From an optimization exercise on the open Yosys and OpenROAD flow, aimed at small area and a short achievable clock period; shortcuts taken in it are not production practice. The RTL was checked by simulation tests, not by an equivalence proof against the original design.

==> module pre3, before the edit <==
module pre3 (
    input  logic [2:0] a,
    input  logic       idle,
    input  logic [7:0] t,
    input  logic       mask,
    output logic [7:0] y_n
);
    always_comb begin
        for (int i = 0; i < 8; i++)
            y_n[i] = ~(((idle && a == i[2:0]) || t[i]) && mask);
    end
endmodule
==> module pre3u, before the edit <==
module pre3u (
    input  logic [2:0] a,
    input  logic       idle,
    input  logic [7:0] t,
    output logic [7:0] y_n
);
    always_comb begin
        for (int i = 0; i < 8; i++)
            y_n[i] = ~((idle && a == i[2:0]) || t[i]);
    end
endmodule
==> module wflag, before the edit <==
module wflag (
    input  logic test,
    input  logic q6,
    input  logic rwbarin,
    output logic we,
    output logic we_n
);
    assign we   = test ? ~q6 : ~rwbarin;
    assign we_n = ~we;
endmodule
==> module bist, before the edit <==
module bist #(
    parameter size   = 6,
    parameter length = 8
)(
    input  logic                 clk,
    input  logic                 rst,
    input  logic                 start,
    input  logic                 csin,
    input  logic                 rwbarin,
    input  logic                 opr,
    input  logic [size-1:0]      address,
    input  logic [length-1:0]    datain,
    output logic [length-1:0]    dataout,
    output logic                 fail
);
    logic       NbarT;
    logic       cout;
    logic [7:0] qlo;        
    logic [7:0] qhi;        
    logic       q6;         
    logic       pat;        
    wire next_T = NbarT ? ~cout : start;
    always_ff @(posedge clk or posedge rst) begin
        if (rst)
            NbarT <= 1'b0;
        else
            NbarT <= next_T;
    end
    always_ff @(posedge clk or posedge rst) begin
        if (rst) begin
            qlo <= 8'd0;
            qhi <= 8'd0;
        end else if (!next_T) begin
            qlo <= 8'd0;
            qhi <= 8'd0;
        end else if (!NbarT) begin
            qlo <= 8'd1;
            qhi <= 8'd1;
        end else begin
            qlo <= {qlo[6:0], qlo[7]};
            if (qlo[7])
                qhi <= {qhi[6:0], qhi[7]};
        end
    end
    always_ff @(posedge clk) begin
        if (!NbarT) begin
            q6   <= 1'b0;
            cout <= 1'b0;
        end else begin
            if (qlo[7] && qhi[7])
                q6 <= ~q6;
            cout <= qlo[7] && qhi[7] && q6;
        end
    end
    wire q_zero = qlo[0] && qhi[0] && !q6;
    always_ff @(posedge clk or posedge rst) begin
        if (rst)
            pat <= 1'b0;
        else if (NbarT && q_zero)
            pat <= 1'b1;
    end
    wire [7:0] P = {pat, 1'b0, pat, 1'b0, pat, 1'b0, pat, 1'b0};
    wire       idle = ~NbarT;
    wire       we   = NbarT ? ~q6 : ~rwbarin;
    wire [7:0] wd   = NbarT ? P   : datain;
    logic r_we, r_we_n, w_we, w_we_n;
    wflag u_wfr (.test(NbarT), .q6(q6), .rwbarin(rwbarin), .we(r_we), .we_n(r_we_n));
    wflag u_wfw (.test(NbarT), .q6(q6), .rwbarin(rwbarin), .we(w_we), .we_n(w_we_n));
    logic [7:0] rlo_n, rhi_n, wlo_n, whi_n;
    pre3 u_rlo (.a(address[2:0]), .idle(idle), .t(qlo), .mask(r_we_n), .y_n(rlo_n));
    pre3u u_rhi (.a(address[5:3]), .idle(idle), .t(qhi), .y_n(rhi_n));
    pre3 u_wlo (.a(address[2:0]), .idle(idle), .t(qlo), .mask(w_we),   .y_n(wlo_n));
    pre3u u_whi (.a(address[5:3]), .idle(idle), .t(qhi), .y_n(whi_n));
    logic [63:0] rsel, wen;
    for (genvar r = 0; r < 64; r++) begin : g_sel
        nor2m u_rs (.a(rhi_n[r / 8]), .b(rlo_n[r % 8]), .y(rsel[r]));
        nor2m u_ws (.a(whi_n[r / 8]), .b(wlo_n[r % 8]), .y(wen[r]));
    end
    logic [7:0] mem [64];
    logic [7:0] wdg [4];
    for (genvar g = 0; g < 4; g++) begin : g_wd
        wdat u_wd (.datain(datain), .test(NbarT), .pat(pat), .wd(wdg[g]));
    end
    for (genvar r = 0; r < 64; r++) begin : g_word
        always_ff @(posedge clk) begin
            if (wen[r])
                mem[r] <= wdg[r / 16];
        end
    end
    wire [7:0] bw = wd & {8{we}};
    logic [7:0] rd;
    for (genvar b = 0; b < 8; b++) begin : g_bit
        logic [63:0] col;
        logic [7:0]  p;
        logic [3:0]  n;
        for (genvar r = 0; r < 64; r++) begin : g_col
            assign col[r] = mem[r][b];
        end
        for (genvar m = 0; m < 8; m++) begin : g_p
            ao8 u_ao (.s(rsel[m*8 +: 8]), .d(col[m*8 +: 8]), .y(p[m]));
        end
        nor2m  u_n0 (.a(p[0]), .b(p[1]), .y(n[0]));
        nor2m  u_n1 (.a(p[2]), .b(p[3]), .y(n[1]));
        nor2m  u_n2 (.a(p[4]), .b(p[5]), .y(n[2]));
        nor3m  u_n3 (.a(p[6]), .b(p[7]), .c(bw[b]), .y(n[3]));
        nand4m u_rd (.a(n[0]), .b(n[1]), .c(n[2]), .d(n[3]), .y(rd[b]));
    end
    logic [7:0] dout;
    always_ff @(posedge clk) begin
        dout <= rd;
    end
    assign dataout = dout;
    always_ff @(posedge clk or posedge rst) begin
        if (rst)
            fail <= 1'b0;
        else if (NbarT && q_zero)
            fail <= 1'b0;
        else if (NbarT && opr && q6 && (dataout != P))
            fail <= 1'b1;
    end
endmodule
clock: 6.0 ns
lec_check: 0
cap_margin: 20
core_margin: 2
core_utilization: 60
cts_cluster_diameter: 120
cts_cluster_size: 24
setup_slack_margin: 3.4
slew_margin: 20
synth_hierarchical: 1
run.sh (not shown) runs the stock make flow with config.mk's settings and CLKGATE_MAP_FILE= SYNTH_SCRIPT=/design/flow/synth_recipe.tcl, a recipe that flattens the netlist after the stock synthesis.
The baseline passed the timing, design-rule and antenna checks.
Then changed:
--- a/flow/design.v
+++ b/flow/design.v
@@ -19,18 +19,6 @@
     input  logic [2:0] a,
     input  logic       idle,
     input  logic [7:0] t,
-    input  logic       mask,
-    output logic [7:0] y_n
-);
-    always_comb begin
-        for (int i = 0; i < 8; i++)
-            y_n[i] = ~(((idle && a == i[2:0]) || t[i]) && mask);
-    end
-endmodule
-module pre3u (
-    input  logic [2:0] a,
-    input  logic       idle,
-    input  logic [7:0] t,
     output logic [7:0] y_n
 );
     always_comb begin
@@ -38,15 +26,18 @@
             y_n[i] = ~((idle && a == i[2:0]) || t[i]);
     end
 endmodule
-module wflag (
-    input  logic test,
-    input  logic q6,
-    input  logic rwbarin,
-    output logic we,
-    output logic we_n
+module sel8 (
+    input  logic       hi_n,
+    input  logic [7:0] lo_n,
+    input  logic       test,
+    input  logic       q6,
+    input  logic       rwbarin,
+    output logic [7:0] rsel,
+    output logic [7:0] wen
 );
-    assign we   = test ? ~q6 : ~rwbarin;
-    assign we_n = ~we;
+    wire we = test ? ~q6 : ~rwbarin;
+    assign rsel = ~({8{hi_n}} | lo_n | {8{we}});
+    assign wen  = ~({8{hi_n}} | lo_n | {8{~we}});
 endmodule
 module wdat (
     input  logic [7:0] datain,
@@ -121,18 +112,13 @@
     wire       idle = ~NbarT;
     wire       we   = NbarT ? ~q6 : ~rwbarin;
     wire [7:0] wd   = NbarT ? P   : datain;
-    logic r_we, r_we_n, w_we, w_we_n;
-    wflag u_wfr (.test(NbarT), .q6(q6), .rwbarin(rwbarin), .we(r_we), .we_n(r_we_n));
-    wflag u_wfw (.test(NbarT), .q6(q6), .rwbarin(rwbarin), .we(w_we), .we_n(w_we_n));
-    logic [7:0] rlo_n, rhi_n, wlo_n, whi_n;
-    pre3 u_rlo (.a(address[2:0]), .idle(idle), .t(qlo), .mask(r_we_n), .y_n(rlo_n));
-    pre3u u_rhi (.a(address[5:3]), .idle(idle), .t(qhi), .y_n(rhi_n));
-    pre3 u_wlo (.a(address[2:0]), .idle(idle), .t(qlo), .mask(w_we),   .y_n(wlo_n));
-    pre3u u_whi (.a(address[5:3]), .idle(idle), .t(qhi), .y_n(whi_n));
+    logic [7:0] lo_n, hi_n;
+    pre3 u_lo (.a(address[2:0]), .idle(idle), .t(qlo), .y_n(lo_n));
+    pre3 u_hi (.a(address[5:3]), .idle(idle), .t(qhi), .y_n(hi_n));
     logic [63:0] rsel, wen;
-    for (genvar r = 0; r < 64; r++) begin : g_sel
-        nor2m u_rs (.a(rhi_n[r / 8]), .b(rlo_n[r % 8]), .y(rsel[r]));
-        nor2m u_ws (.a(whi_n[r / 8]), .b(wlo_n[r % 8]), .y(wen[r]));
+    for (genvar h = 0; h < 8; h++) begin : g_sel
+        sel8 u_sel (.hi_n(hi_n[h]), .lo_n(lo_n), .test(NbarT), .q6(q6),
+                    .rwbarin(rwbarin), .rsel(rsel[h*8 +: 8]), .wen(wen[h*8 +: 8]));
     end
     logic [7:0] mem [64];
     logic [7:0] wdg [4];
The changed run passed the timing, design-rule and antenna checks.
Non-clock buffer count is higher by 33.
Routed wire length rises slightly.
Clock skew came out higher by 0.013 ns.
Final cell count came out higher slightly.
Maximum frequency shrinks slightly.
Worst hold slack loses 0.053 ns.
Via count climbs slightly.
Design area climbs by a few percent.
Die area came out higher by a few percent.
Setup slack got worse by 0.040 ns.
Count of clock-buffer cells in the layout stays the same.
Global-route usage is about the same.
Utilization climbs by 0.82 points.
Synthesized area climbs by a few percent.

## re-timing with driven ports
How much do the figures lean on ideal ports? The routed layouts below were timed once more, with nothing changed but the port constraints.
Step 1 assumes that a clkbuf_16 drives the clock port and a buf_2 every other input.
Step 2 moves the port delays by t, midway between the first and last clock arrival at a register: inputs arrive t later, outputs are due t later. That takes back most of the time a late clock gives input paths.
a / b / c = ideal / step 1 / step 2; a / b = the first two.
run | t, ns | slack for setup (ns) | hold slack, ns | worst setup path after step 2 | cell pins on the clock port's net
the first run | 0.609 | 3.390 / 3.390 / 2.818 | 0.606 / 0.606 / 0.606 | input to register | 1
the second run | 0.617 | 3.350 / 3.371 / 2.761 | 0.553 / 0.553 / 0.553 | input to register | 1
After both steps setup and hold are still met in every run listed. The setup slack of the second run, which loses most, moves by +0.021 ns with the drivers and by -0.589 ns with both steps.
